This is an optimization exercise on Yosys and OpenROAD, whose aim is small area, a short achievable clock period and few clock cycles per item, not a production implementation. Function was checked by simulation only, so behaviour that the tests miss may differ from the original.

**flow/design.v**
```verilog
module cordic #(parameter WIDTH = 32, ITER = 16)(
    input clk,
    input rst,
    input start,
    input mode,  
    input signed [WIDTH-1:0] x_in,
    input signed [WIDTH-1:0] y_in,
    input signed [WIDTH-1:0] z_in,
    output signed [WIDTH-1:0] x_out,
    output signed [WIDTH-1:0] y_out,
    output signed [WIDTH-1:0] z_out,
    output reg done
);
    localparam signed [WIDTH-1:0] K = 32'sd19898;   
    reg signed [WIDTH-1:0] x, y, z;
    reg [3:0] i;       
    reg [3:0] ix, iy;  
    reg busy;
    reg mode_r;        
    function signed [WIDTH-1:0] atan_table;
        input [3:0] idx;
        case (idx)
            4'd0:  atan_table = 32'sd25736;
            4'd1:  atan_table = 32'sd15192;
            4'd2:  atan_table = 32'sd8027;
            4'd3:  atan_table = 32'sd4074;
            4'd4:  atan_table = 32'sd2045;
            4'd5:  atan_table = 32'sd1023;
            4'd6:  atan_table = 32'sd511;
            4'd7:  atan_table = 32'sd256;
            4'd8:  atan_table = 32'sd128;
            4'd9:  atan_table = 32'sd64;
            4'd10: atan_table = 32'sd32;
            4'd11: atan_table = 32'sd16;
            4'd12: atan_table = 32'sd8;
            4'd13: atan_table = 32'sd4;
            4'd14: atan_table = 32'sd2;
            default: atan_table = 32'sd1;
        endcase
    endfunction
    function [WIDTH-1:0] addsub;
        input [WIDTH-1:0] a;
        input [WIDTH-1:0] b;
        input sub;
        reg [WIDTH-1:0] bb, p, g, pp, gg, pn, gn;
        begin
            bb = b ^ {WIDTH{sub}};
            p = a ^ bb;
            g = a & bb;
            g[0] = g[0] | (p[0] & sub);
            gg = g; pp = p; gn = g; pn = p;
                gn[1] = gg[1] | (pp[1] & gg[0]); pn[1] = pp[1] & pp[0];
                gn[3] = gg[3] | (pp[3] & gg[2]); pn[3] = pp[3] & pp[2];
                gn[5] = gg[5] | (pp[5] & gg[4]); pn[5] = pp[5] & pp[4];
                gn[7] = gg[7] | (pp[7] & gg[6]); pn[7] = pp[7] & pp[6];
                gn[9] = gg[9] | (pp[9] & gg[8]); pn[9] = pp[9] & pp[8];
                gn[11] = gg[11] | (pp[11] & gg[10]); pn[11] = pp[11] & pp[10];
                gn[13] = gg[13] | (pp[13] & gg[12]); pn[13] = pp[13] & pp[12];
                gn[15] = gg[15] | (pp[15] & gg[14]); pn[15] = pp[15] & pp[14];
                gn[17] = gg[17] | (pp[17] & gg[16]); pn[17] = pp[17] & pp[16];
                gn[19] = gg[19] | (pp[19] & gg[18]); pn[19] = pp[19] & pp[18];
                gn[21] = gg[21] | (pp[21] & gg[20]); pn[21] = pp[21] & pp[20];
                gn[23] = gg[23] | (pp[23] & gg[22]); pn[23] = pp[23] & pp[22];
                gn[25] = gg[25] | (pp[25] & gg[24]); pn[25] = pp[25] & pp[24];
                gn[27] = gg[27] | (pp[27] & gg[26]); pn[27] = pp[27] & pp[26];
                gn[29] = gg[29] | (pp[29] & gg[28]); pn[29] = pp[29] & pp[28];
                gn[31] = gg[31] | (pp[31] & gg[30]); pn[31] = pp[31] & pp[30];
                gg = gn; pp = pn;
                gn[3] = gg[3] | (pp[3] & gg[1]); pn[3] = pp[3] & pp[1];
                gn[7] = gg[7] | (pp[7] & gg[5]); pn[7] = pp[7] & pp[5];
                gn[11] = gg[11] | (pp[11] & gg[9]); pn[11] = pp[11] & pp[9];
                gn[15] = gg[15] | (pp[15] & gg[13]); pn[15] = pp[15] & pp[13];
                gn[19] = gg[19] | (pp[19] & gg[17]); pn[19] = pp[19] & pp[17];
                gn[23] = gg[23] | (pp[23] & gg[21]); pn[23] = pp[23] & pp[21];
                gn[27] = gg[27] | (pp[27] & gg[25]); pn[27] = pp[27] & pp[25];
                gn[31] = gg[31] | (pp[31] & gg[29]); pn[31] = pp[31] & pp[29];
                gg = gn; pp = pn;
                gn[7] = gg[7] | (pp[7] & gg[3]); pn[7] = pp[7] & pp[3];
                gn[15] = gg[15] | (pp[15] & gg[11]); pn[15] = pp[15] & pp[11];
                gn[23] = gg[23] | (pp[23] & gg[19]); pn[23] = pp[23] & pp[19];
                gn[31] = gg[31] | (pp[31] & gg[27]); pn[31] = pp[31] & pp[27];
                gg = gn; pp = pn;
                gn[15] = gg[15] | (pp[15] & gg[7]); pn[15] = pp[15] & pp[7];
                gn[31] = gg[31] | (pp[31] & gg[23]); pn[31] = pp[31] & pp[23];
                gg = gn; pp = pn;
                gn[31] = gg[31] | (pp[31] & gg[15]); pn[31] = pp[31] & pp[15];
                gg = gn; pp = pn;
                gn[23] = gg[23] | (pp[23] & gg[15]); pn[23] = pp[23] & pp[15];
                gg = gn; pp = pn;
                gn[11] = gg[11] | (pp[11] & gg[7]); pn[11] = pp[11] & pp[7];
                gn[19] = gg[19] | (pp[19] & gg[15]); pn[19] = pp[19] & pp[15];
                gn[27] = gg[27] | (pp[27] & gg[23]); pn[27] = pp[27] & pp[23];
                gg = gn; pp = pn;
                gn[5] = gg[5] | (pp[5] & gg[3]); pn[5] = pp[5] & pp[3];
                gn[9] = gg[9] | (pp[9] & gg[7]); pn[9] = pp[9] & pp[7];
                gn[13] = gg[13] | (pp[13] & gg[11]); pn[13] = pp[13] & pp[11];
                gn[17] = gg[17] | (pp[17] & gg[15]); pn[17] = pp[17] & pp[15];
                gn[21] = gg[21] | (pp[21] & gg[19]); pn[21] = pp[21] & pp[19];
                gn[25] = gg[25] | (pp[25] & gg[23]); pn[25] = pp[25] & pp[23];
                gn[29] = gg[29] | (pp[29] & gg[27]); pn[29] = pp[29] & pp[27];
                gg = gn; pp = pn;
                gn[2] = gg[2] | (pp[2] & gg[1]); pn[2] = pp[2] & pp[1];
                gn[4] = gg[4] | (pp[4] & gg[3]); pn[4] = pp[4] & pp[3];
                gn[6] = gg[6] | (pp[6] & gg[5]); pn[6] = pp[6] & pp[5];
                gn[8] = gg[8] | (pp[8] & gg[7]); pn[8] = pp[8] & pp[7];
                gn[10] = gg[10] | (pp[10] & gg[9]); pn[10] = pp[10] & pp[9];
                gn[12] = gg[12] | (pp[12] & gg[11]); pn[12] = pp[12] & pp[11];
                gn[14] = gg[14] | (pp[14] & gg[13]); pn[14] = pp[14] & pp[13];
                gn[16] = gg[16] | (pp[16] & gg[15]); pn[16] = pp[16] & pp[15];
                gn[18] = gg[18] | (pp[18] & gg[17]); pn[18] = pp[18] & pp[17];
                gn[20] = gg[20] | (pp[20] & gg[19]); pn[20] = pp[20] & pp[19];
                gn[22] = gg[22] | (pp[22] & gg[21]); pn[22] = pp[22] & pp[21];
                gn[24] = gg[24] | (pp[24] & gg[23]); pn[24] = pp[24] & pp[23];
                gn[26] = gg[26] | (pp[26] & gg[25]); pn[26] = pp[26] & pp[25];
                gn[28] = gg[28] | (pp[28] & gg[27]); pn[28] = pp[28] & pp[27];
                gn[30] = gg[30] | (pp[30] & gg[29]); pn[30] = pp[30] & pp[29];
                gg = gn; pp = pn;
            addsub = p ^ {gg[WIDTH-2:0], sub};
        end
    endfunction
    wire signed [WIDTH-1:0] xs = x >>> ix;
    wire signed [WIDTH-1:0] ys = y >>> iy;
    wire d = mode_r ? y[WIDTH-1] : ~z[WIDTH-1];
    wire signed [WIDTH-1:0] xn = addsub(x, ys, d);
    wire signed [WIDTH-1:0] yn = addsub(y, xs, ~d);
    wire signed [WIDTH-1:0] zn = addsub(z, atan_table(i), d);
    wire load = start & ~busy;
    always @(posedge clk) begin
        if (busy) begin
            x <= xn;
            y <= yn;
            z <= zn;
        end else begin
            x <= mode ? x_in : K;
            y <= mode ? y_in : {WIDTH{1'b0}};
            z <= mode ? {WIDTH{1'b0}} : z_in;
        end
    end
    always @(posedge clk or posedge rst) begin
        if (rst) begin
            busy <= 1'b0;
            done <= 1'b0;
            i <= 4'd0;
            ix <= 4'd0;
            iy <= 4'd0;
            mode_r <= 1'b0;
        end else begin
            done <= busy & (i == ITER - 1);
            if (busy) begin
                i <= i + 4'd1;
                ix <= ix + 4'd1;
                iy <= iy + 4'd1;
            end
            if (load) begin
                busy <= 1'b1;
                mode_r <= mode;
            end else if (i == ITER - 1) begin
                busy <= 1'b0;
            end
        end
    end
    assign x_out = x;
    assign y_out = y;
    assign z_out = z;
endmodule
```
**flow/constraint.sdc**
```tcl
create_clock -name core_clock -period 7.0 [get_ports {clk}]
set_input_delay 1.4000 -clock core_clock [delete_from_list [all_inputs] [get_ports {clk}]]
set_output_delay 1.4000 -clock core_clock [all_outputs]
set_load 0.01 [all_outputs]
```
**flow/flow/run.sh**
```bash
#!/bin/bash
# The standard layout with two changes: plain buf_1 cells as the port buffers
# (buffer_ports otherwise picks delay buffers), and no adder-cell mapping in
# synthesis (ADDER_MAP_FILE empty), so abc maps the adders' prefix logic from
# gates instead of ha/fa cells. Registers and their names are unchanged.
# make's output goes to make.log here; each ORFS step keeps its own log under orfs/logs.
set -euo pipefail
export BUFFER_PORTS_ARGS="-buffer_cell sky130_fd_sc_hd__buf_1"
bash standard.sh ADDER_MAP_FILE= finish > make.log 2>&1
```
**flow/standard.sh**
```bash
#!/bin/bash
# synth_recipe.tcl (not shown) runs the flow's synth.tcl, then flattens the netlist and writes it again
# the make line also repeats each setting of config.mk as NAME=value (left out here)
make -C /OpenROAD-flow-scripts/flow DESIGN_CONFIG=/design/flow/config.mk WORK_HOME=/design/flow/orfs CLKGATE_MAP_FILE= SYNTH_SCRIPT=/design/flow/synth_recipe.tcl "${@:-finish}"
```
**flow/config.mk**
```make
export PLATFORM = sky130hd
export DESIGN_NAME = cordic
export DESIGN_NICKNAME = cordic
export VERILOG_FILES = /design/flow/design.v
export SDC_FILE = /design/flow/constraint.sdc
export NUM_CORES = 4
export LEC_CHECK = 0
export ABC_AREA = 1
export CAP_MARGIN = 20
export CORE_MARGIN = 2
export CORE_UTILIZATION = 50
export SETUP_SLACK_MARGIN = 3.5
export SLEW_MARGIN = 20
```
==> results of run 1 <==
[worst max-delay path by stage]
stage | from | endpoint | slack (ps)
after floorplan | ix[0]$_DFFE_PP0P_ | y[31]$_DFF_P_ | 4420
after global placement | iy[0]$_DFFE_PP0P_ | x[31]$_DFF_P_ | 2890
after detailed placement | iy[0]$_DFFE_PP0P_ | x[31]$_DFF_P_ | 2830
after CTS | iy[0]$_DFFE_PP0P_ | x[31]$_DFF_P_ | 3490
after global routing | iy[1]$_DFFE_PP0P_ | x[31]$_DFF_P_ | 3430
final | iy[0]$_DFFE_PP0P_ | x[31]$_DFF_P_ | 3820
[cells by family (layout without fill, tap and decap cells)]
| family | after synthesis | in the layout | share of synthesized area, % |
|---|---|---|---|
| compound gates | 237 | 237 | 12.51 |
| xor+xnor | 59 | 59 | 4.692 |
| fa+ha+maj | 1 | 1 | 0.08730 |
| buf+inv | 268 | 424 | 10.26 |
| flops | 111 | 111 | 20.03 |
| simple gates | 1398 | 1398 | 52.42 |
[registers in the layout, summed over array words and instances (netlist names)]
signal / flops
busy: 1
done: 1
i: 4
ix: 4
iy: 4
mode_r: 1
x: 32
y: 32
z: 32
[routing by layer]
layer	wire length (um)	part of all wire, %
met5	0	0
met4	964	2.6
met3	2389	6.5
met2	16290	44
met1	17060	46
[what timing repair did]
| item | 4_1_cts | 5_1_grt |
|---|---|---|
| buffers inserted | 1 | 16 |
| pin swaps | 0 | 0 |
| gates cloned | 3 | 2 |
| setup endpoints to repair | 68 | 49 |
| hold buffers | 0 | 0 |
| resized for setup | 20 | 33 |
[metrics by stage]
stage               util (%)  instances
floorplan                  -       2074
global placement       53.81       2477
detailed placement     53.81       2477
CTS                    55.45       2497
global route           56.73       2515
finish                 56.73       2515
[cell usage in the layout, fill, tap and decap left out, types with 5 or more instances in the layout]
cell type   count
a21boi_0        8
a21o_1          6
a21oi_1        59
a22o_1          8
a32o_1         17
buf_1         196
buf_4          18
clkbuf_16      11
clkinvlp_4      7
dfrtp_1         9
dfrtp_4         5
dfxtp_1        96
inv_1         164
inv_2           7
nand2_1       778
nand2_2        21
nand3_1       436
nand3_2         6
nand3b_1        9
nor2_1        108
o21ai_0        83
o21ai_1        26
o21ai_2         5
or2_1           7
or2_2          14
xnor2_1         7
xor2_1         49
[cell type report]
class	instances	share of cell area, %
Inverter	180	5.560
Clock buffer	10	1.788
Multi-Input combinational cell	1695	62.64
Clock inverter	6	0.4788
Timing Repair Buffer	225	8.472
Sequential cell	111	18.10
Timing Repair inverter	3	0.1759
Tap cell	285	2.785
[worst reg2reg max path: stages (launching register included)]
cell and delay [ps]:
dfrtp_4 560, buf_4 220, nand2_1 90, nand3_1 110
nand3_1 130, nand3_1 160, nand3_1 160, nand2_1 60
nand2_1 60, nand2_1 90, nor2_1 150, inv_1 50
nor2_1 80, nand2_1 70, nand2_2 90, nand2_1 100
nand2_2 100, nand2_1 90, nand2_1 90, nand2_1 80
nand2_1 100, nand2_1 50, nand2_1 90, nand2_2 70
nand2_1 60, nand2_1 50, nand3_1 60, nand2_1 60
==> flow_summary_export.csv, run 1 <==
group,metric,value,unit
status,outcome,"finished clean",
timing,rsz0062_at_grt,"yes",
clock_tree,htree_levels,3,
routing,wl_per_cell,14.60,um
placed_design,post_dp_cell_area,12150,um2
finish,layout-drive-gt1-share,5.695,%
routing,dr.pass1.iters,6,
worst_hold_path,worstHoldPathType,"flop to flop",
clock_tree,clkTransAtPathRegs,90,ps
worst_hold_path,hp-start,"i[0]$_DFFE_PP0P_",
logic_synthesis,avgSynthCellArea,5.528,um2
timing,skew,14.47,ps
logic_synthesis,synth_area,11470,um2
global_routing,antenna_found_initial,0,
logic_synthesis,syn_nets,2174,
clock_tree,cts_tree,"done",
logic_synthesis,seq_area_frac_synth,20.03,%
job,max_cap_viol_count,0,
floorplanning,fp.dieH,155.4,um
logic_synthesis,yosysWarningCount,1,
logic_synthesis,synth_top_area_cell,"nand2_1",
critical_path,critPathMaxFanout,10,
global_routing,grt_util_all_layers,29.12,%
timing,post-route-min-period,3182,ps
placed_design,hpwlAfterDp,27300,um
clock_tree,clockRootBuffer,"clkbuf_16",
finish,multiInputGateArea,8021,um2
critical_path,start_kind,"flop",
global_routing,grt_pass1_vias,11920,
critical_path,ff2ff_path_depth,27,
timing,fin_ws,3818,ps
logic_synthesis,synthArstFlopShare,13.51,%
routing,viasPerCell,5.347,
logic_synthesis,postSynthCellCount,2074,
routing,antenna_left,0,
floorplanning,die-area,24160,um2
routing,drc,0,
clock_tree,cts_buffers,9,
routing,drt_iter0_markers,980,
critical_path,rr_endpoint,"x[31]$_DFF_P_",
finish,register_area,2317,um2
global_routing,gr-usage-met3,4.875,%
finish,area_growth_syn_to_layout,11.68,%
timing,setup_tns,0,ps
timing,max_clock_freq,0.3142,GHz
timing,hold_ws,547.8,ps
finish,antenna_cells,0,
logic_synthesis,synth_flop_cell,"dfxtp_1",
global_routing,grt.busiest_layer,"met2",
timing,tightest_slew,1027,ps
placed_design,portBuffers,196,
floorplanning,die_w,155.4,um
logic_synthesis,synth_top_cell_area_share,25.50,%
critical_path,crit_arrival,3460,ps
logic_synthesis,synthTopCellsByCount,"779 x nand2_1, 437 x nand3_1, 167 x inv_1, 110 x nor2_1, 96 x dfxtp_1",
critical_path,critPathMaxStageDelay,560,ps
floorplanning,ios,197,
critical_path,cp_top_family,"simple AND/OR/NAND/NOR gates",
logic_synthesis,synth.area.top_cells,"nand2_1 26%, nand3_1 19%, dfxtp_1 17%",
routing,vias,13450,
critical_path,critPathBufInv,2,
floorplanning,fp.coreArea,22570,um2
logic_synthesis,synth-seq-cells,111,
timing,slew_violations,0,
critical_path,slowest_stage,"dfrtp_4",
worst_hold_path,hold_depth,1,
logic_synthesis,yosysMostFrequentCell,"nand2_1",
critical_path,required,7270,ps
logic_synthesis,synth_cell_types,53,
clock_tree,clk_latency,370,ps
finish,n_fill_cell,2429,
clock_tree,cts.sinks,111,
finish,nets,2325,
placed_design,pre_cts_slack,2830,ps
clock_tree,clockBufferDepth,2,
finish,final_area,12800,um2
global_routing,grt_overflow,0,
global_routing,grt_pass1_wl,57540,um
timing,finalSetupViolCount,0,
global_routing,use_met1,38.50,%
timing,max_slew_margin,31.47,%
critical_path,reg2reg_from,"iy[0]$_DFFE_PP0P_",
floorplanning,fp-row-count,55,
placed_design,place_congestion,0.8944,
critical_path,crit_path_frequent_cell,"nand2_1",
timing,hold_viol,0,
floorplanning,start_util,50.80,%
global_routing,use_met2,48.71,%
critical_path,rrSetupSlack,3820,ps
critical_path,cp.depth,27,
critical_path,critPathKind,"flop to flop",
critical_path,endpoint_kind,"flop",
logic_synthesis,synth_edf_count,0,
routing,totalWireLength,36710,um
global_routing,grt_max_degree,70,
timing,finalCritPeriodShare,45.46,%
worst_hold_path,hold_end,"i[0]$_DFFE_PP0P_",
Testbench counts, summed over its fixed seeds: cycles 57,592, ops 3,200.
==> run 2: changes to the inputs <==
--- a/flow/config.mk
+++ b/flow/config.mk
@@ -9,5 +9,6 @@
 export CAP_MARGIN = 20
 export CORE_MARGIN = 2
 export CORE_UTILIZATION = 50
+export PLACE_DENSITY = 0.75
 export SETUP_SLACK_MARGIN = 3.5
 export SLEW_MARGIN = 20
==> run 2 against run 1 <==
Compared with the run above:
- via count rose by 4.1%
- worst setup slack got worse by 11 ps
- flip-flop and latch count is the same
- clock-buffer cell count unchanged
- maximum frequency decreased by 0.36%
- clock skew shrank 2.0 ps
- register-to-register slack hardly changed
- critical endpoint is now x[29]$_DFF_P_
- highest routed layer unchanged
==> flow_summary_export.csv, run 2 <==
group,metric,value,unit
placed_design,pre_cts_slack,2835,ps
routing,vias,13990,
routing,viasPerCell,5.555,
timing,post-route-min-period,3194,ps
timing,rsz0062_at_grt,"no",
clock_tree,clk_latency,370,ps
logic_synthesis,seq_area_frac_synth,20.03,%
critical_path,critPathKind,"flop to flop",
timing,finalSetupViolCount,0,
finish,final_cell_mix,"779 x nand2_1, 437 x nand3_1, 196 x buf_1",
critical_path,start_kind,"flop",
clock_tree,cts.sinks,111,
timing,fin_ws,3806,ps
finish,antenna_cells,0,
critical_path,required,7270,ps
floorplanning,fp-row-count,55,
routing,totalWireLength,36960,um
placed_design,hpwlAfterDp,27230,um
routing,antenna_left,0,
floorplanning,fp.dieH,155.4,um
finish,reg_top3,"x (32), y (32), z (32)",
routing,wl_per_cell,14.67,um
placed_design,place_congestion,0.9376,
critical_path,crit_arrival,3460,ps
critical_path,critPathMaxFanout,17,
logic_synthesis,avgSynthCellArea,5.528,um2
floorplanning,ios,197,
status,outcome,"finished clean",
critical_path,critPathMaxStageDelay,580,ps
floorplanning,die_w,155.4,um
routing,drt_iter0_markers,1146,
global_routing,grt_pass1_vias,12240,
routing,dr.pass1.iters,9,
clock_tree,clockBufferDepth,2,
logic_synthesis,postSynthCellCount,2074,
timing,finalCritPeriodShare,45.62,%
logic_synthesis,synth-seq-cells,111,
logic_synthesis,synth_area,11470,um2
finish,area_growth_syn_to_layout,12.30,%
clock_tree,clkTransAtPathRegs,80,ps
timing,max_clock_freq,0.3131,GHz
critical_path,slowest_stage,"dfrtp_4",
clock_tree,htree_levels,3,
logic_synthesis,yosysMostFrequentCell,"nand2_1",
logic_synthesis,synthTopCellsByCount,"779 x nand2_1, 437 x nand3_1, 167 x inv_1, 110 x nor2_1, 96 x dfxtp_1",
logic_synthesis,syn_nets,2174,
finish,n_fill_cell,2291,
finish,post_layout_nonfiller_instances,2519,
timing,setup_tns,0,ps
global_routing,grt_max_degree,73,
logic_synthesis,synth_top_cell_area_share,25.50,%
logic_synthesis,synthArstFlopShare,13.51,%
logic_synthesis,synth.area.top_cells,"nand2_1 26%, nand3_1 19%, dfxtp_1 17%",
logic_synthesis,synth_top_area_cell,"nand2_1",
timing,skew,12.52,ps
placed_design,portBuffers,196,
global_routing,grt_util_all_layers,29.20,%
floorplanning,start_util,50.80,%
global_routing,grt_pass1_wl,58110,um
clock_tree,cts_hold_buf,0,
logic_synthesis,synth_cell_types,53,
clock_tree,clockRootBuffer,"clkbuf_16",
timing,tightest_slew,1033,ps
logic_synthesis,synth_edf_count,0,
routing,drc,0,
placed_design,placed_cells,2475,
worst_hold_path,worstHoldPathType,"flop to flop",
clock_tree,cts_buffers,9,
timing,slew_violations,0,
finish,layout-drive-gt1-share,5.819,%
global_routing,antenna_found_initial,0,
global_routing,grt_overflow,0,
logic_synthesis,synth_flop_cell,"dfxtp_1",
job,max_cap_viol_count,0,
critical_path,crit_path_frequent_cell,"nand2_1",
finish,nets,2329,
timing,max_slew_margin,31.04,%
floorplanning,die-area,24160,um2
floorplanning,fp.coreArea,22570,um2
clock_tree,cts_tree,"done",
timing,hold_viol,0,
finish,final_common_cell,"nand2_1",
critical_path,endpoint_kind,"flop",
logic_synthesis,yosysWarningCount,1,
## run 2: cell counts after synthesis
Identical to the previous run, type by type.
## run 2: cell type report
cell class / count / area, um2 / area share, %
Multi-Input combinational cell: 1695 / 8003 / 62.15
Timing Repair inverter: 4 / 30.03 / 0.2332
Sequential cell: 111 / 2322 / 18.04
Clock buffer: 10 / 229.0 / 1.778
Timing Repair Buffer: 228 / 1155 / 8.969
Inverter: 180 / 720.7 / 5.597
Clock inverter: 6 / 60.06 / 0.4664
Tap cell: 285 / 356.6 / 2.769
## run 2: critical path, delay by kind of cell, from the launching register on
| family | cells | cell delay (ps) |
|---|---|---|
| and+or+nand+nor | 20 | 1790 |
| buffers and inverters | 3 | 470 |
| DFF | 1 | 580 |
| AOI/OAI and AO/OA | 2 | 210 |
## run 2: layer usage
| layer | vias up | wire (um) | track usage [%] |
|---|---|---|---|
| met5 | - | 0 | 0 |
| met4 | 0 | 785 | 7.296 |
| met3 | 79 | 3360 | 5.515 |
| met2 | 576 | 17420 | 50.19 |
| met1 | 6217 | 15390 | 37.74 |
| li1 | 7121 | - | - |
## run 2: per-stage QoR
step | hold slack [ps] | cell area, um2 | util, %
4_1_cts | 546.4 | 12500 | 55.39
2_1_floorplan | 453.0 | 11470 | -
5_1_grt | 570.2 | 12880 | 57.05
6_report | 551.7 | 12880 | 57.05
3_3_place_gp | 531.9 | 12130 | 53.75
3_5_place_dp | 535.9 | 12130 | 53.75
## run 2: path summary, 6_finish.rpt
check,startpoint,endpoint,slack [ps],cells past startpoint
min,i[0]$_DFFE_PP0P_,i[0]$_DFFE_PP0P_,550,1
max in group asynchronous,rst,iy[3]$_DFFE_PP0P_,5370,2
min reg2reg,i[0]$_DFFE_PP0P_,i[0]$_DFFE_PP0P_,550,1
max,iy[2]$_DFFE_PP0P_,x[29]$_DFF_P_,3810,25
max reg2reg,iy[2]$_DFFE_PP0P_,x[29]$_DFF_P_,3810,25
min in group asynchronous,rst,done$_DFF_PP0_,1090,2
## run 2: what timing repair did
item,4_1_cts,5_1_grt
gates resized for setup,23,33
cloned,4,4
setup buffers,0,20
endpoints found under the setup margin,50,43
## run 2: cells by family after synthesis
logic type	Yosys count	synth area share, %
AND/OR/NAND/NOR	1398	52.42
buffers and inverters	268	10.26
AO/OA/AOI/OAI	237	12.51
flip-flops	111	20.03
XOR/XNOR	59	4.692
adder cells (fa/ha/maj)	1	0.08730
==> run 3: changes to the inputs <==
--- a/flow/config.mk
+++ b/flow/config.mk
@@ -6,9 +6,8 @@
 export NUM_CORES = 4
 export LEC_CHECK = 0
 export ABC_AREA = 1
-export CAP_MARGIN = 20
+export CAP_MARGIN = 10
 export CORE_MARGIN = 2
 export CORE_UTILIZATION = 50
-export PLACE_DENSITY = 0.75
 export SETUP_SLACK_MARGIN = 3.5
-export SLEW_MARGIN = 20
+export SLEW_MARGIN = 10
==> run 3 against run 2 <==
Compared with the run above:
- first-iteration DRC count down 14%
- flip-flop and latch count unchanged
- non-clock buffer count down 3
- register-to-register slack about the same
- synthesized area unchanged
- maximum frequency up 0.36%
- worst setup slack better by 11 ps
- largest cell class unchanged
- sequential share of layout area up 0.061 points
==> flow_summary_export.csv, run 3 <==
group,metric,value,unit
routing,antenna_left,0,
placed_design,placed_cells,2477,
floorplanning,die_w,155.4,um
floorplanning,fp-row-count,55,
clock_tree,clk_latency,370,ps
logic_synthesis,seq_area_frac_synth,20.03,%
job,max_cap_viol_count,0,
logic_synthesis,synthArstFlopShare,13.51,%
floorplanning,start_util,50.80,%
global_routing,antenna_found_initial,0,
placed_design,place_congestion,0.8944,
finish,layout-drive-gt1-share,5.695,%
placed_design,hpwlAfterDp,27300,um
global_routing,grt_pass1_wl,57540,um
global_routing,grt_pass1_vias,11920,
logic_synthesis,synth.area.top_cells,"nand2_1 26%, nand3_1 19%, dfxtp_1 17%",
timing,tightest_slew,1027,ps
critical_path,start_kind,"flop",
timing,finalSetupViolCount,0,
routing,dr.pass1.iters,6,
critical_path,required,7270,ps
logic_synthesis,synth_cell_types,53,
logic_synthesis,synth_top_cell_area_share,25.50,%
logic_synthesis,yosysMostFrequentCell,"nand2_1",
timing,slew_violations,0,
routing,drt_iter0_markers,980,
finish,final_cell_mix,"778 x nand2_1, 436 x nand3_1, 196 x buf_1",
logic_synthesis,synth-seq-cells,111,
floorplanning,fp.coreArea,22570,um2
critical_path,endpoint_kind,"flop",
status,outcome,"finished clean",
timing,hold_viol,0,
clock_tree,cts_hold_buf,0,
finish,area_growth_syn_to_layout,11.68,%
logic_synthesis,syn_nets,2174,
clock_tree,htree_levels,3,
floorplanning,fp.dieH,155.4,um
timing,rsz0062_at_grt,"yes",
worst_hold_path,worstHoldPathType,"flop to flop",
global_routing,grt_overflow,0,
clock_tree,clockBufferDepth,2,
timing,max_slew_margin,31.47,%
critical_path,critPathKind,"flop to flop",
finish,post_layout_nonfiller_instances,2515,
timing,finalCritPeriodShare,45.46,%
finish,final_util,56.73,%
clock_tree,clkTransAtPathRegs,90,ps
finish,final_common_cell,"nand2_1",
timing,setup_tns,0,ps
logic_synthesis,synthTopCellsByCount,"779 x nand2_1, 437 x nand3_1, 167 x inv_1, 110 x nor2_1, 96 x dfxtp_1",
logic_synthesis,synth_area,11470,um2
clock_tree,cts_tree,"done",
logic_synthesis,synth_edf_count,0,
worst_hold_path,hold_depth,1,
logic_synthesis,yosysWarningCount,1,
timing,skew,14.47,ps
finish,nets,2325,
logic_synthesis,synth_flop_cell,"dfxtp_1",
routing,totalWireLength,36710,um
routing,wl_per_cell,14.60,um
floorplanning,die-area,24160,um2
routing,vias,13450,
timing,max_clock_freq,0.3142,GHz
clock_tree,clockRootBuffer,"clkbuf_16",
finish,antenna_cells,0,
logic_synthesis,avgSynthCellArea,5.528,um2
clock_tree,cts.sinks,111,
critical_path,critPathMaxFanout,10,
routing,viasPerCell,5.347,
logic_synthesis,synth_top_area_cell,"nand2_1",
timing,post-route-min-period,3182,ps
finish,reg_top3,"x (32), y (32), z (32)",
global_routing,grt_max_degree,70,
floorplanning,ios,197,
clock_tree,cts_buffers,9,
routing,drc,0,
critical_path,crit_arrival,3460,ps
critical_path,ff2ff_path_depth,27,
critical_path,rrSetupSlack,3820,ps
placed_design,portBuffers,196,
global_routing,grt_util_all_layers,29.12,%
logic_synthesis,postSynthCellCount,2074,
## run 3: cell type report
class                           count  area [um2]
Clock buffer                       10       229.0
Clock inverter                      6       61.31
Fill cell                        2429        9767
Inverter                          180       711.9
Multi-Input combinational cell   1695        8021
Sequential cell                   111        2317
Tap cell                          285       356.6
Timing Repair Buffer              225        1085
Timing Repair inverter              3       22.52
## run 3: logic make-up after synthesis
group,Yosys count,share of synthesized area (%)
and+or+nand+nor,1398,52.42
AOI/OAI and AO/OA,237,12.51
buffers and inverters,268,10.26
xor gates and xnor gates,59,4.692
DFF,111,20.03
adders and majority gates,1,0.08730
## run 3: worst paths after layout
kind / start / endpoint
max: iy[0]$_DFFE_PP0P_ / x[31]$_DFF_P_
min: i[0]$_DFFE_PP0P_ / i[0]$_DFFE_PP0P_
max reg2reg: iy[0]$_DFFE_PP0P_ / x[31]$_DFF_P_
min reg2reg: i[0]$_DFFE_PP0P_ / i[0]$_DFFE_PP0P_
max in group asynchronous: rst / iy[2]$_DFFE_PP0P_
min in group asynchronous: rst / i[2]$_DFFE_PP0P_
## run 3: repair_timing
action                                 4_1_cts  5_1_grt
endpoints found under the hold margin        0        0
pin swaps                                    0        0
gates cloned                                 3        2
setup buffers                                1       16
setup endpoints to repair                   68       49
resized for setup                           20       33
## run 3: metrics by stage
stage / hold WS, ps / cell area [um2] / setup slack, ps
after global placement: 536.5 / 12150 / 2888
after global routing: 592.0 / 12800 / 3428
after CTS: 548.5 / 12520 / 3486
after floorplan: 453.0 / 11470 / 4416
final: 547.8 / 12800 / 3818
after detailed placement: 534.8 / 12150 / 2830
## run 3: per-layer routing
| metal | part of all wire [%] | global-route usage [%] | wire (um) |
|---|---|---|---|
| met1 | 46 | 38.50 | 17060 |
| met2 | 44 | 48.71 | 16290 |
| met3 | 6.5 | 4.875 | 2389 |
| met4 | 2.6 | 8.781 | 964 |
| met5 | 0 | 0 | 0 |
## run 3: critical path: stages (launching register included)
cell	delay [ps]
dfrtp_4	560
buf_4	220
nand2_1	90
nand3_1	110
nand3_1	130
nand3_1	160
nand3_1	160
nand2_1	60
nand2_1	60
nand2_1	90
nor2_1	150
inv_1	50
nor2_1	80
nand2_1	70
nand2_2	90
nand2_1	100
nand2_2	100
nand2_1	90
nand2_1	90
nand2_1	80
nand2_1	100
nand2_1	50
nand2_1	90
nand2_2	70
nand2_1	60
nand2_1	50
nand3_1	60
nand2_1	60
==> run 4: changes to the inputs <==
--- a/flow/config.mk
+++ b/flow/config.mk
@@ -6,8 +6,8 @@
 export NUM_CORES = 4
 export LEC_CHECK = 0
 export ABC_AREA = 1
-export CAP_MARGIN = 10
+export CAP_MARGIN = 20
 export CORE_MARGIN = 2
 export CORE_UTILIZATION = 50
-export SETUP_SLACK_MARGIN = 3.5
-export SLEW_MARGIN = 10
+export SETUP_SLACK_MARGIN = 3.25
+export SLEW_MARGIN = 20
==> run 4 against run 3 <==
Compared with the run above:
- synthesized cell count did not move
- still clean
- routed wire length fell by 2.1%
- synthesized area did not move
==> flow_summary_export.csv, run 4 <==
group,metric,value,unit
floorplanning,ios,197,
finish,area_growth_syn_to_layout,9.974,%
finish,reg_top3,"x (32), y (32), z (32)",
timing,rsz0062_at_grt,"yes",
logic_synthesis,yosysMostFrequentCell,"nand2_1",
logic_synthesis,synth.area.top_cells,"nand2_1 26%, nand3_1 19%, dfxtp_1 17%",
clock_tree,cts.sinks,111,
critical_path,start_kind,"flop",
job,max_cap_viol_count,0,
logic_synthesis,synth_area,11470,um2
finish,nets,2313,
global_routing,grt_util_all_layers,29.04,%
logic_synthesis,synth_cell_types,53,
floorplanning,fp.dieH,155.4,um
logic_synthesis,avgSynthCellArea,5.528,um2
timing,max_slew_margin,30.62,%
global_routing,grt_pass1_wl,57480,um
critical_path,critPathMaxFanout,34,
floorplanning,die-area,24160,um2
logic_synthesis,synth-seq-cells,111,
timing,post-route-min-period,3354,ps
placed_design,hpwlAfterDp,27300,um
logic_synthesis,synth_flop_cell,"dfxtp_1",
routing,antenna_left,0,
routing,wl_per_cell,14.36,um
timing,setup_tns,0,ps
status,outcome,"finished clean",
floorplanning,die_w,155.4,um
floorplanning,fp.coreArea,22570,um2
critical_path,critPathMaxStageDelay,340,ps
routing,drt_iter0_markers,939,
routing,drc,0,
timing,tightest_slew,1040,ps
logic_synthesis,syn_nets,2174,
placed_design,place_congestion,0.8944,
clock_tree,cts_tree,"done",
critical_path,endpoint_kind,"flop",
global_routing,grt_overflow,0,
worst_hold_path,worstHoldPathType,"flop to flop",
clock_tree,clkTransAtPathRegs,80,ps
clock_tree,clk_latency,380,ps
logic_synthesis,synth_top_area_cell,"nand2_1",
critical_path,critPathKind,"flop to flop",
routing,dr.pass1.iters,5,
placed_design,portBuffers,196,
clock_tree,clockRootBuffer,"clkbuf_16",
clock_tree,clockBufferDepth,2,
logic_synthesis,yosysWarningCount,1,
placed_design,pre_cts_slack,2830,ps
critical_path,slowest_stage,"buf_4",
logic_synthesis,seq_area_frac_synth,20.03,%
logic_synthesis,synth_edf_count,0,
timing,hold_viol,0,
timing,skew,13.04,ps
logic_synthesis,synthTopCellsByCount,"779 x nand2_1, 437 x nand3_1, 167 x inv_1, 110 x nor2_1, 96 x dfxtp_1",
clock_tree,htree_levels,3,
timing,slew_violations,0,
global_routing,grt_max_degree,70,
finish,layout-drive-gt1-share,5.005,%
timing,hold_ws,549.3,ps
finish,antenna_cells,0,
global_routing,grt_pass1_vias,11920,
timing,fin_ws,3646,ps
logic_synthesis,postSynthCellCount,2074,
routing,viasPerCell,5.336,
floorplanning,start_util,50.80,%
logic_synthesis,synth_top_cell_area_share,25.50,%
logic_synthesis,synthArstFlopShare,13.51,%
timing,max_clock_freq,0.2981,GHz
global_routing,antenna_found_initial,0,
critical_path,required,7270,ps
routing,totalWireLength,35940,um
critical_path,crit_arrival,3630,ps
finish,n_fill_cell,2446,
clock_tree,cts_buffers,9,
critical_path,crit_path_frequent_cell,"nand2_1",
finish,final_common_cell,"nand2_1",
floorplanning,fp-row-count,55,
timing,finalCritPeriodShare,47.92,%
timing,finalSetupViolCount,0,
routing,vias,13360,
finish,final_cell_mix,"779 x nand2_1, 437 x nand3_1, 196 x buf_1",
run 4: critical path, delay by kind of cell, from the launching register on:
kind	cells	cell delay, ps
buffers and inverters	4	740
DFF	1	330
and+or+nand+nor	25	2180
run 4: cells by family after synthesis:
group | synth area share (%)
compound gates | 12.51
xor+xnor | 4.692
flops | 20.03
buf+inv | 10.26
simple gates | 52.42
fa+ha+maj | 0.08730
run 4: worst paths after layout:
kind / depth (start not counted) / to / slack (ps) / start
max: 29 / x[31]$_DFF_P_ / 3650 / iy[1]$_DFFE_PP0P_
min: 1 / i[0]$_DFFE_PP0P_ / 550 / i[0]$_DFFE_PP0P_
max reg2reg: 29 / x[31]$_DFF_P_ / 3650 / iy[1]$_DFFE_PP0P_
min reg2reg: 1 / i[0]$_DFFE_PP0P_ / 550 / i[0]$_DFFE_PP0P_
max in group asynchronous: 2 / iy[2]$_DFFE_PP0P_ / 5280 / rst
min in group asynchronous: 2 / i[2]$_DFFE_PP0P_ / 1130 / rst
run 4: cell type report:
class,count,area (um2),share of cell area [%]
multi-input cells,1695,8003,63.46
flip-flops and latches,111,2317,18.38
repair buffers,213,924.6,7.333
inverters,180,695.7,5.517
well taps,285,356.6,2.828
clock buffers,10,229.0,1.816
clock inverters,6,61.31,0.4862
repair inverters,3,22.52,0.1786
run 4: routing by layer:
metal | share of wire (%) | track usage (%) | routed length, um
met1 | 47 | 38.38 | 16810
met2 | 44 | 48.17 | 15800
met3 | 6.4 | 5.153 | 2310
met4 | 2.8 | 9.218 | 1016
met5 | 0 | 0 | 0
run 4: repair_timing:
item | 4_1_cts | 5_1_grt
hold buffers | 0 | 0
endpoints found under the hold margin | 0 | 0
pin swaps | 0 | 0
endpoints found under the setup margin | 36 | 45
setup buffers | 0 | 6
resized for setup | 12 | 20
gates cloned | 2 | 2
run 4: stage by stage:
| step | instances | utilization [%] | cell area [um2] |
|---|---|---|---|
| 5_1_grt | 2503 | 55.86 | 12610 |
| 3_3_place_gp | 2477 | 53.81 | 12150 |
| 3_5_place_dp | 2477 | 53.81 | 12150 |
| 6_report | 2503 | 55.86 | 12610 |
| 4_1_cts | 2495 | 55.28 | 12480 |
| 2_1_floorplan | 2074 | - | 11470 |
==> run 5: changes to the inputs <==
--- a/flow/config.mk
+++ b/flow/config.mk
@@ -9,5 +9,5 @@
 export CAP_MARGIN = 20
 export CORE_MARGIN = 2
 export CORE_UTILIZATION = 50
-export SETUP_SLACK_MARGIN = 3.25
+export SETUP_SLACK_MARGIN = 3.75
 export SLEW_MARGIN = 20
==> run 5 against run 4 <==
Compared with the run above:
- largest cell class unchanged
- die area stayed put
- clock-buffer cell count stayed put
- critical endpoint unchanged
- via count is 3.9% higher
- clock skew is 1.1 ps higher
==> flow_summary_export.csv, run 5 <==
group,metric,value,unit
global_routing,grt_util_all_layers,29.51,%
critical_path,ff2ff_path_depth,27,
finish,reg_top3,"x (32), y (32), z (32)",
job,max_cap_viol_count,0,
routing,totalWireLength,39030,um
floorplanning,die-area,24160,um2
logic_synthesis,synth_edf_count,0,
critical_path,crit_arrival,3420,ps
logic_synthesis,synth_cell_types,53,
finish,final_cell_mix,"760 x nand2_1, 374 x nand3_1, 196 x buf_1",
placed_design,portBuffers,196,
finish,area_growth_syn_to_layout,19.40,%
logic_synthesis,postSynthCellCount,2074,
logic_synthesis,yosysWarningCount,1,
logic_synthesis,seq_area_frac_synth,20.03,%
critical_path,critPathMaxFanout,5,
timing,finalCritPeriodShare,44.78,%
critical_path,start_kind,"flop",
floorplanning,die_w,155.4,um
placed_design,post_dp_cell_area,12150,um2
floorplanning,ios,197,
finish,final_common_cell,"nand2_1",
critical_path,endpoint_kind,"flop",
finish,layout-drive-gt1-share,11.80,%
global_routing,grt_pass1_wl,58260,um
timing,max_clock_freq,0.3190,GHz
logic_synthesis,synthArstFlopShare,13.51,%
timing,post-route-min-period,3135,ps
worst_hold_path,worstHoldPathType,"flop to flop",
routing,viasPerCell,5.446,
logic_synthesis,synth-seq-cells,111,
logic_synthesis,yosysMostFrequentCell,"nand2_1",
logic_synthesis,synth.area.top_cells,"nand2_1 26%, nand3_1 19%, dfxtp_1 17%",
floorplanning,fp.dieH,155.4,um
timing,max_slew_margin,28.46,%
floorplanning,fp-row-count,55,
timing,skew,14.18,ps
logic_synthesis,synth_top_area_cell,"nand2_1",
routing,wl_per_cell,15.32,um
timing,hold_viol,0,
routing,vias,13880,
timing,setup_tns,0,ps
clock_tree,cts.sinks,111,
logic_synthesis,synth_flop_cell,"dfxtp_1",
logic_synthesis,synth_top_cell_area_share,25.50,%
status,outcome,"finished clean",
logic_synthesis,synth_area,11470,um2
critical_path,critPathKind,"flop to flop",
clock_tree,cts_buffers,9,
timing,slew_violations,0,
timing,finalSetupViolCount,0,
clock_tree,clockBufferDepth,2,
timing,tightest_slew,1072,ps
global_routing,grt_overflow,0,
placed_design,place_congestion,0.8944,
placed_design,hpwlAfterDp,27300,um
logic_synthesis,synthTopCellsByCount,"779 x nand2_1, 437 x nand3_1, 167 x inv_1, 110 x nor2_1, 96 x dfxtp_1",
finish,post_layout_nonfiller_instances,2548,
finish,antenna_cells,0,
logic_synthesis,avgSynthCellArea,5.528,um2
clock_tree,cts_tree,"done",
routing,drt_iter0_markers,1016,
clock_tree,htree_levels,3,
clock_tree,clkTransAtPathRegs,90,ps
finish,final_area,13690,um2
timing,hold_ws,512.6,ps
clock_tree,clockRootBuffer,"clkbuf_16",
clock_tree,cts_hold_buf,0,
routing,antenna_left,0,
global_routing,grt_pass1_vias,12020,
logic_synthesis,syn_nets,2174,
finish,nets,2358,
finish,n_fill_cell,2343,
routing,dr.pass1.iters,7,
floorplanning,start_util,50.80,%
placed_design,placed_cells,2477,
timing,rsz0062_at_grt,"yes",
critical_path,required,7280,ps
global_routing,grt_max_degree,63,
floorplanning,fp.coreArea,22570,um2
global_routing,antenna_found_initial,0,
routing,drc,0,
worst_hold_path,hold_depth,1,
clock_tree,clk_latency,380,ps
run 5: worst max-delay path, stage by stage (launching register included):
cell       delay [ps]
dfrtp_4           490
buf_4             190
clkbuf_16         160
nand2_1            80
nand3_1           160
nand3_1           180
nand3_2           110
nand2_2           100
inv_1              40
nand2_1            60
a21o_1            140
nand2_1            90
nor2_2            110
nand2_1            80
nor2_1            120
nand2_2            80
nand2_2           100
nand2_2            70
nand2_2           100
nand2_2            70
nand2_2            70
nand2_1            50
nand2_1            90
nand2_2            70
nand2_1            60
nand2_1            40
nand3_1            60
nand2_1            60
run 5: repair_timing:
| action | CTS | global route |
|---|---|---|
| endpoints found under the hold margin | 0 | 0 |
| pin swaps | 0 | 17 |
| setup endpoints to repair | 78 | 55 |
| cloned | 4 | 9 |
| buffers inserted | 6 | 36 |
| gates resized for setup | 31 | 147 |
run 5: logic make-up after synthesis:
logic type,share of synthesized area [%]
flip-flops,20.03
AND/OR/NAND/NOR,52.42
buffers and inverters,10.26
XOR/XNOR,4.692
adder cells (fa/ha/maj),0.08730
AO/OA/AOI/OAI,12.51
run 5: path summary, 6_finish.rpt:
kind / from / endpoint / slack [ps]
max: iy[0]$_DFFE_PP0P_ / x[31]$_DFF_P_ / 3870
min: i[0]$_DFFE_PP0P_ / i[0]$_DFFE_PP0P_ / 510
max reg2reg: iy[0]$_DFFE_PP0P_ / x[31]$_DFF_P_ / 3870
min reg2reg: i[0]$_DFFE_PP0P_ / i[0]$_DFFE_PP0P_ / 510
max in group asynchronous: rst / iy[2]$_DFFE_PP0P_ / 5270
min in group asynchronous: rst / done$_DFF_PP0_ / 1140
run 5: per-stage QoR:
step                      util [%]  worst slack (ps)
final                        60.65              3865
after global routing         60.65              3565
after CTS                    55.98              3716
after detailed placement     53.81              2830
after global placement       53.81              2888
after floorplan                  -              4416
run 5: final cells by class:
| cell class | instances | area (um2) | share of cell area (%) |
|---|---|---|---|
| multi-input combinational | 1695 | 8483 | 61.96 |
| sequential | 111 | 2325 | 16.98 |
| timing repair buffer | 256 | 1473 | 10.76 |
| inverter | 180 | 726.9 | 5.310 |
| tap | 285 | 356.6 | 2.605 |
| clock buffer | 10 | 229.0 | 1.672 |
| clock inverter | 6 | 61.31 | 0.4478 |
| timing repair inverter | 5 | 36.28 | 0.2650 |
run 5: per-layer routing:
layer  part of all wire [%]  up-vias  routed length (um)  track usage (%)
met2                     45      508               17430            49.62
met1                     45     6097               17430            38.83
met3                    7.1      108                2784            4.819
met5                      0        -                   0                0
li1                       -     7163                   -                -
met4                    3.5        0                1375            9.000
==> run 6: changes to the inputs <==
--- a/flow/config.mk
+++ b/flow/config.mk
@@ -8,6 +8,6 @@
 export ABC_AREA = 1
 export CAP_MARGIN = 20
 export CORE_MARGIN = 2
-export CORE_UTILIZATION = 50
-export SETUP_SLACK_MARGIN = 3.75
+export CORE_UTILIZATION = 45
+export SETUP_SLACK_MARGIN = 3.5
 export SLEW_MARGIN = 20
==> run 6 against run 5 <==
Compared with the run above:
- still clean on timing, DRC and antenna
- global-route usage decreased by 2.8 points
- clock-buffer cell count increased by 1
- synthesized area unchanged
- highest routed layer unchanged
==> flow_summary_export.csv, run 6 <==
group,metric,value,unit
critical_path,start_kind,"flop",
routing,drt_iter0_markers,731,
critical_path,critPathMaxFanout,13,
finish,layout-drive-gt1-share,5.473,%
logic_synthesis,synth_flop_cell,"dfxtp_1",
routing,vias,13500,
timing,rsz0062_at_grt,"no",
timing,finalCritPeriodShare,45.05,%
global_routing,grt_util_all_layers,26.74,%
timing,skew,12.04,ps
floorplanning,fp-row-count,58,
floorplanning,start_util,45.66,%
critical_path,slowest_stage,"dfrtp_4",
finish,final_cell_mix,"779 x nand2_1, 437 x nand3_1, 196 x buf_1",
job,max_cap_viol_count,0,
logic_synthesis,synthTopCellsByCount,"779 x nand2_1, 437 x nand3_1, 167 x inv_1, 110 x nor2_1, 96 x dfxtp_1",
worst_hold_path,worstHoldPathType,"flop to flop",
clock_tree,cts_tree,"done",
timing,hold_ws,546.2,ps
logic_synthesis,yosysMostFrequentCell,"nand2_1",
floorplanning,ios,197,
clock_tree,clockRootBuffer,"clkbuf_16",
finish,nets,2324,
placed_design,hpwlAfterDp,28220,um
timing,slew_violations,0,
timing,max_slew_margin,30.26,%
routing,drc,0,
finish,reg_top3,"x (32), y (32), z (32)",
logic_synthesis,seq_area_frac_synth,20.03,%
timing,tightest_slew,1045,ps
placed_design,post_dp_cell_area,12210,um2
finish,area_growth_syn_to_layout,12.15,%
finish,final_util,51.21,%
timing,setup_tns,0,ps
status,outcome,"finished clean",
clock_tree,clkTransAtPathRegs,80,ps
logic_synthesis,synth-seq-cells,111,
logic_synthesis,synth_top_area_cell,"nand2_1",
routing,viasPerCell,5.275,
floorplanning,fp.dieH,163.6,um
logic_synthesis,synth_area,11470,um2
critical_path,endpoint_kind,"flop",
critical_path,critPathKind,"flop to flop",
logic_synthesis,syn_nets,2174,
logic_synthesis,synth.area.top_cells,"nand2_1 26%, nand3_1 19%, dfxtp_1 17%",
critical_path,crit_arrival,3410,ps
clock_tree,cts_hold_buf,0,
routing,wl_per_cell,14.48,um
logic_synthesis,synth_edf_count,0,
global_routing,antenna_found_initial,0,
floorplanning,fp.coreArea,25110,um2
routing,totalWireLength,37050,um
clock_tree,cts_buffers,9,
logic_synthesis,yosysWarningCount,1,
logic_synthesis,synth_cell_types,53,
clock_tree,cts.sinks,111,
clock_tree,clk_latency,370,ps
logic_synthesis,synth_top_cell_area_share,25.50,%
logic_synthesis,postSynthCellCount,2074,
routing,antenna_left,0,
global_routing,grt_max_degree,73,
critical_path,critPathMaxStageDelay,520,ps
logic_synthesis,avgSynthCellArea,5.528,um2
routing,dr.pass1.iters,6,
global_routing,grt_pass1_wl,58420,um
finish,final_common_cell,"nand2_1",
finish,final_area,12860,um2
logic_synthesis,synthArstFlopShare,13.51,%
clock_tree,htree_levels,3,
timing,finalSetupViolCount,0,
timing,hold_viol,0,
global_routing,grt_pass1_vias,12170,
floorplanning,die-area,26770,um2
critical_path,crit_path_frequent_cell,"nand2_1",
timing,max_clock_freq,0.3171,GHz
clock_tree,clockBufferDepth,2,
placed_design,portBuffers,196,
global_routing,grt_overflow,0,
floorplanning,die_w,163.6,um
critical_path,required,7260,ps
timing,post-route-min-period,3153,ps
finish,antenna_cells,0,
placed_design,place_congestion,0.9094,
run 6: cell counts after synthesis:
Identical to the previous run, type by type.
run 6: layout make-up:
| cell class | instances | area, um2 |
|---|---|---|
| clock inverters | 5 | 62.56 |
| flip-flops and latches | 111 | 2315 |
| fillers | 2802 | 12250 |
| well taps | 330 | 412.9 |
| multi-input cells | 1695 | 8003 |
| inverters | 180 | 706.9 |
| repair buffers | 224 | 1082 |
| clock buffers | 11 | 254.0 |
| repair inverters | 3 | 22.52 |
run 6: critical path: cells and delay by family, from the launching register on:
family                 cells  cell delay (ps)
AO/OA/AOI/OAI              2              240
buffers and inverters      4              430
flip-flops                 1              520
AND/OR/NAND/NOR           19             1870
run 6: cell families (layout without fill, tap and decap cells):
family,count (synthesis),count (layout),synth area share [%]
fa+ha+maj,1,1,0.08730
flops,111,111,20.03
xor+xnor,59,59,4.692
compound gates,237,237,12.51
buf+inv,268,423,10.26
simple gates,1398,1398,52.42
run 6: worst paths after layout:
| check | startpoint | to | slack (ps) | depth (start not counted) |
|---|---|---|---|---|
| worst max-delay path | iy[1]$_DFFE_PP0P_ | x[27]$_DFF_P_ | 3850 | 25 |
| worst min-delay path | i[0]$_DFFE_PP0P_ | i[0]$_DFFE_PP0P_ | 550 | 1 |
| worst max register to register | iy[1]$_DFFE_PP0P_ | x[27]$_DFF_P_ | 3850 | 25 |
| worst min register to register | i[0]$_DFFE_PP0P_ | i[0]$_DFFE_PP0P_ | 550 | 1 |
| max in group asynchronous | rst | iy[1]$_DFFE_PP0P_ | 5360 | 2 |
| min in group asynchronous | rst | done$_DFF_PP0_ | 1110 | 2 |
run 6: through the flow:
step | cells | setup WS [ps]
floorplan | 2074 | 4416
global placement | 2523 | 2857
detailed placement | 2523 | 2789
CTS | 2541 | 3510
global route | 2559 | 3485
finish | 2559 | 3847
run 6: per-layer routing:
metal	wire length, um	vias up	track usage, %
met5	0	-	0
met4	795	0	7.257
met3	2243	56	4.723
met2	16930	369	44.88
met1	17080	5994	35.20
li1	-	7080	-
run 6: timing repair:
action                                  in CTS  in global routing
endpoints found under the setup margin      50                 35
gates cloned                                 2                  3
buffers inserted                             0                 15
resized for setup                           14                 31
hold endpoints to repair                     0                  0
==> run 7: changes to the inputs <==
--- a/flow/config.mk
+++ b/flow/config.mk
@@ -8,6 +8,6 @@
 export ABC_AREA = 1
 export CAP_MARGIN = 20
 export CORE_MARGIN = 2
-export CORE_UTILIZATION = 45
+export CORE_UTILIZATION = 47
 export SETUP_SLACK_MARGIN = 3.5
 export SLEW_MARGIN = 20
==> run 7 against run 6 <==
Compared with the run above:
- register-to-register slack got worse by 30 ps
- utilization increased by 2.1 points
- maximum frequency decreased by 0.82%
- global-route usage increased by 0.63 points
- sequential share of layout area increased by 0.052 points
- non-clock buffer count increased by 2
- first-iteration DRC count increased by 16%
- die area decreased by 4.2%
- via count decreased by 0.19%
- critical path type unchanged
- critical endpoint is now x[31]$_DFF_P_
- largest cell class unchanged
==> flow_summary_export.csv, run 7 <==
group,metric,value,unit
logic_synthesis,synthTopCellsByCount,"779 x nand2_1, 437 x nand3_1, 167 x inv_1, 110 x nor2_1, 96 x dfxtp_1",
finish,layout-drive-gt1-share,5.693,%
logic_synthesis,synth_edf_count,0,
timing,hold_viol,0,
clock_tree,clkTransAtPathRegs,90,ps
finish,antenna_cells,0,
critical_path,rr_endpoint,"x[31]$_DFF_P_",
logic_synthesis,yosysMostFrequentCell,"nand2_1",
timing,setup_tns,0,ps
logic_synthesis,synth_area,11470,um2
routing,antenna_left,0,
finish,area_growth_syn_to_layout,12.00,%
critical_path,start_kind,"flop",
timing,tightest_slew,1091,ps
routing,wl_per_cell,14.21,um
routing,wl_met3,2235,um
finish,post_layout_nonfiller_instances,2555,
routing,vias,13470,
logic_synthesis,postSynthCellCount,2074,
timing,hold_ws,551.3,ps
logic_synthesis,synth_top_cell_area_share,25.50,%
timing,skew,11.55,ps
floorplanning,fp.dieH,160.2,um
critical_path,endpoint_kind,"flop",
clock_tree,clockRootBuffer,"clkbuf_16",
finish,reg_top3,"x (32), y (32), z (32)",
critical_path,critPathKind,"flop to flop",
routing,drc,0,
logic_synthesis,yosysWarningCount,1,
floorplanning,die_w,160.2,um
placed_design,placed_cells,2517,
clock_tree,cts.sinks,111,
routing,route.met2.wl,16070,um
finish,final_common_cell,"nand2_1",
status,outcome,"finished clean",
critical_path,endpoint,"x[31]$_DFF_P_",
timing,finalCritPeriodShare,45.42,%
critical_path,required,7270,ps
logic_synthesis,synth_cell_types,53,
logic_synthesis,syn_nets,2174,
global_routing,grt_util_all_layers,27.37,%
routing,drt_iter0_markers,846,
critical_path,ff2ff_path_depth,24,
timing,slew_violations,0,
floorplanning,fp-row-count,57,
critical_path,critPathMaxFanout,32,
global_routing,grt_pass1_vias,12150,
clock_tree,clockBufferDepth,2,
floorplanning,start_util,47.57,%
timing,finalSetupViolCount,0,
routing,wl_met1,16920,um
routing,totalWireLength,36300,um
finish,final_cell_mix,"779 x nand2_1, 436 x nand3_1, 196 x buf_1",
logic_synthesis,synth-seq-cells,111,
finish,nets,2326,
timing,max_slew_margin,27.20,%
clock_tree,clk_latency,370,ps
routing,dr.max_layer_used,"met4",
timing,post-route-min-period,3179,ps
global_routing,grt_pass1_wl,58110,um
clock_tree,cts_hold_buf,0,
critical_path,rrSetupSlack,3820,ps
timing,rsz0062_at_grt,"yes",
placed_design,place_congestion,0.9189,
routing,viasPerCell,5.273,
clock_tree,cts_tree,"done",
global_routing,antenna_found_initial,0,
routing,dr.pass1.iters,7,
clock_tree,cts_buffers,9,
worst_hold_path,worstHoldPathType,"flop to flop",
clock_tree,htree_levels,3,
logic_synthesis,avgSynthCellArea,5.528,um2
logic_synthesis,seq_area_frac_synth,20.03,%
logic_synthesis,synth_flop_cell,"dfxtp_1",
worst_hold_path,hold_depth,1,
global_routing,grt_overflow,0,
placed_design,portBuffers,196,
floorplanning,fp.coreArea,24110,um2
critical_path,reg2reg_from,"y[31]$_DFF_P_",
job,max_cap_viol_count,0,
logic_synthesis,synth_top_area_cell,"nand2_1",
floorplanning,ios,197,
placed_design,hpwlAfterDp,27480,um
critical_path,crit_arrival,3440,ps
global_routing,grt_max_degree,63,
critical_path,crit_start,"y[31]$_DFF_P_",
logic_synthesis,synthArstFlopShare,13.51,%
floorplanning,die-area,25660,um2
logic_synthesis,synth.area.top_cells,"nand2_1 26%, nand3_1 19%, dfxtp_1 17%",
timing,max_clock_freq,0.3145,GHz
run 7: cell counts after synthesis:
Identical to the previous run, type by type.
run 7: cell families after synthesis:
family	after synthesis	synth area share [%]
AND/OR/NAND/NOR	1398	52.42
AO/OA/AOI/OAI	237	12.51
XOR/XNOR	59	4.692
flip-flops	111	20.03
buffers and inverters	268	10.26
adder cells (fa/ha/maj)	1	0.08730
run 7: worst min-delay path by stage:
stage          slack (ps)                from            endpoint
2_1_floorplan         450  mode_r$_DFFE_PP0P_  mode_r$_DFFE_PP0P_
3_3_place_gp          530    i[0]$_DFFE_PP0P_    i[0]$_DFFE_PP0P_
3_5_place_dp          530    i[0]$_DFFE_PP0P_    i[0]$_DFFE_PP0P_
4_1_cts               550    i[0]$_DFFE_PP0P_    i[0]$_DFFE_PP0P_
5_1_grt               580    i[0]$_DFFE_PP0P_    i[0]$_DFFE_PP0P_
6_report              550    i[0]$_DFFE_PP0P_    i[0]$_DFFE_PP0P_
run 7: stage by stage:
step | utilization [%] | setup slack (ps) | instance area [um2]
finish | 53.28 | 3821 | 12840
global route | 53.28 | 3457 | 12840
CTS | 52.02 | 3499 | 12540
detailed placement | 50.62 | 2863 | 12200
global placement | 50.62 | 2943 | 12200
floorplan | - | 4416 | 11470
run 7: critical path: stages, from the launching register on:
cell and delay, ps:
dfxtp_1 580, o21ai_4 130, inv_4 200, buf_4 400
nand2_1 130, nand3b_1 100, nand2_1 90, nor2_1 140
inv_1 60, nor2_1 80, nand2_1 80, nand2_2 90
nand2_1 90, nand2_2 100, nand2_1 90, nand2_1 90
nand2_1 80, nand2_1 90, nand2_1 50, nand2_1 80
nand2_2 70, nand2_1 60, nand2_1 50, nand3_1 60
nand2_1 60
run 7: layout make-up:
type | count | area [um2]
multi-input cells | 1695 | 8015
clock buffers | 10 | 229.0
clock inverters | 6 | 53.80
inverters | 180 | 714.4
fillers | 2649 | 11260
flip-flops and latches | 111 | 2318
repair inverters | 3 | 22.52
well taps | 324 | 405.4
repair buffers | 226 | 1084
run 7: per-layer routing:
layer / GRT usage (%) / vias up
met2: 45.38 / 404
met4: 9.500 / 0
met3: 4.597 / 61
met5: 0 / -
li1: - / 7103
met1: 36.03 / 5905
run 7: repair_timing:
item,4_1_cts,5_1_grt
resized for setup,16,36
endpoints found under the setup margin,47,58
buffers inserted,0,17
gates cloned,3,2

## re-timing with driven ports
How much do the figures lean on ideal ports? The routed layouts below were timed once more, with nothing changed but the port constraints. Step 1 (the two cells are an assumption about what drives the block):
set clk [get_ports {clk}]
set_driving_cell -lib_cell sky130_fd_sc_hd__clkbuf_16 $clk
set_driving_cell -lib_cell sky130_fd_sc_hd__buf_2 [delete_from_list [all_inputs] $clk]
Step 2 also shifts input and output timing later by t, the mid clock arrival at the registers, as if the neighbouring blocks saw the same clock. a / b / c = ideal / step 1 / step 2; a / b = the first two.
run	t (ns)	slack for setup (ns)	hold WS [ns]	slew at the worst register clock pin (ns)	worst data-port slew with drivers (ns)
run 1	0.417	3.818 / 3.818 / 3.818	0.548 / 0.548 / 0.548	0.09 / 0.09	0.06
run 2	0.417	3.806 / 3.806 / 3.716	0.552 / 0.552 / 0.552	0.09 / 0.09	0.05
run 3	0.417	3.818 / 3.818 / 3.818	0.548 / 0.548 / 0.548	0.09 / 0.09	0.06
run 4	0.421	3.646 / 3.646 / 3.646	0.549 / 0.549 / 0.549	0.09 / 0.09	0.05
run 5	0.423	3.865 / 3.865 / 3.865	0.513 / 0.513 / 0.513	0.09 / 0.09	0.05
run 6	0.409	3.847 / 3.847 / 3.847	0.546 / 0.546 / 0.546	0.09 / 0.09	0.05
run 7	0.414	3.821 / 3.821 / 3.588	0.551 / 0.551 / 0.551	0.09 / 0.09	0.06
After both steps setup and hold are still met in every run listed. For run 7, which loses most, drivers alone change the setup slack by 0.000 ns; drivers and shift together by -0.233 ns.
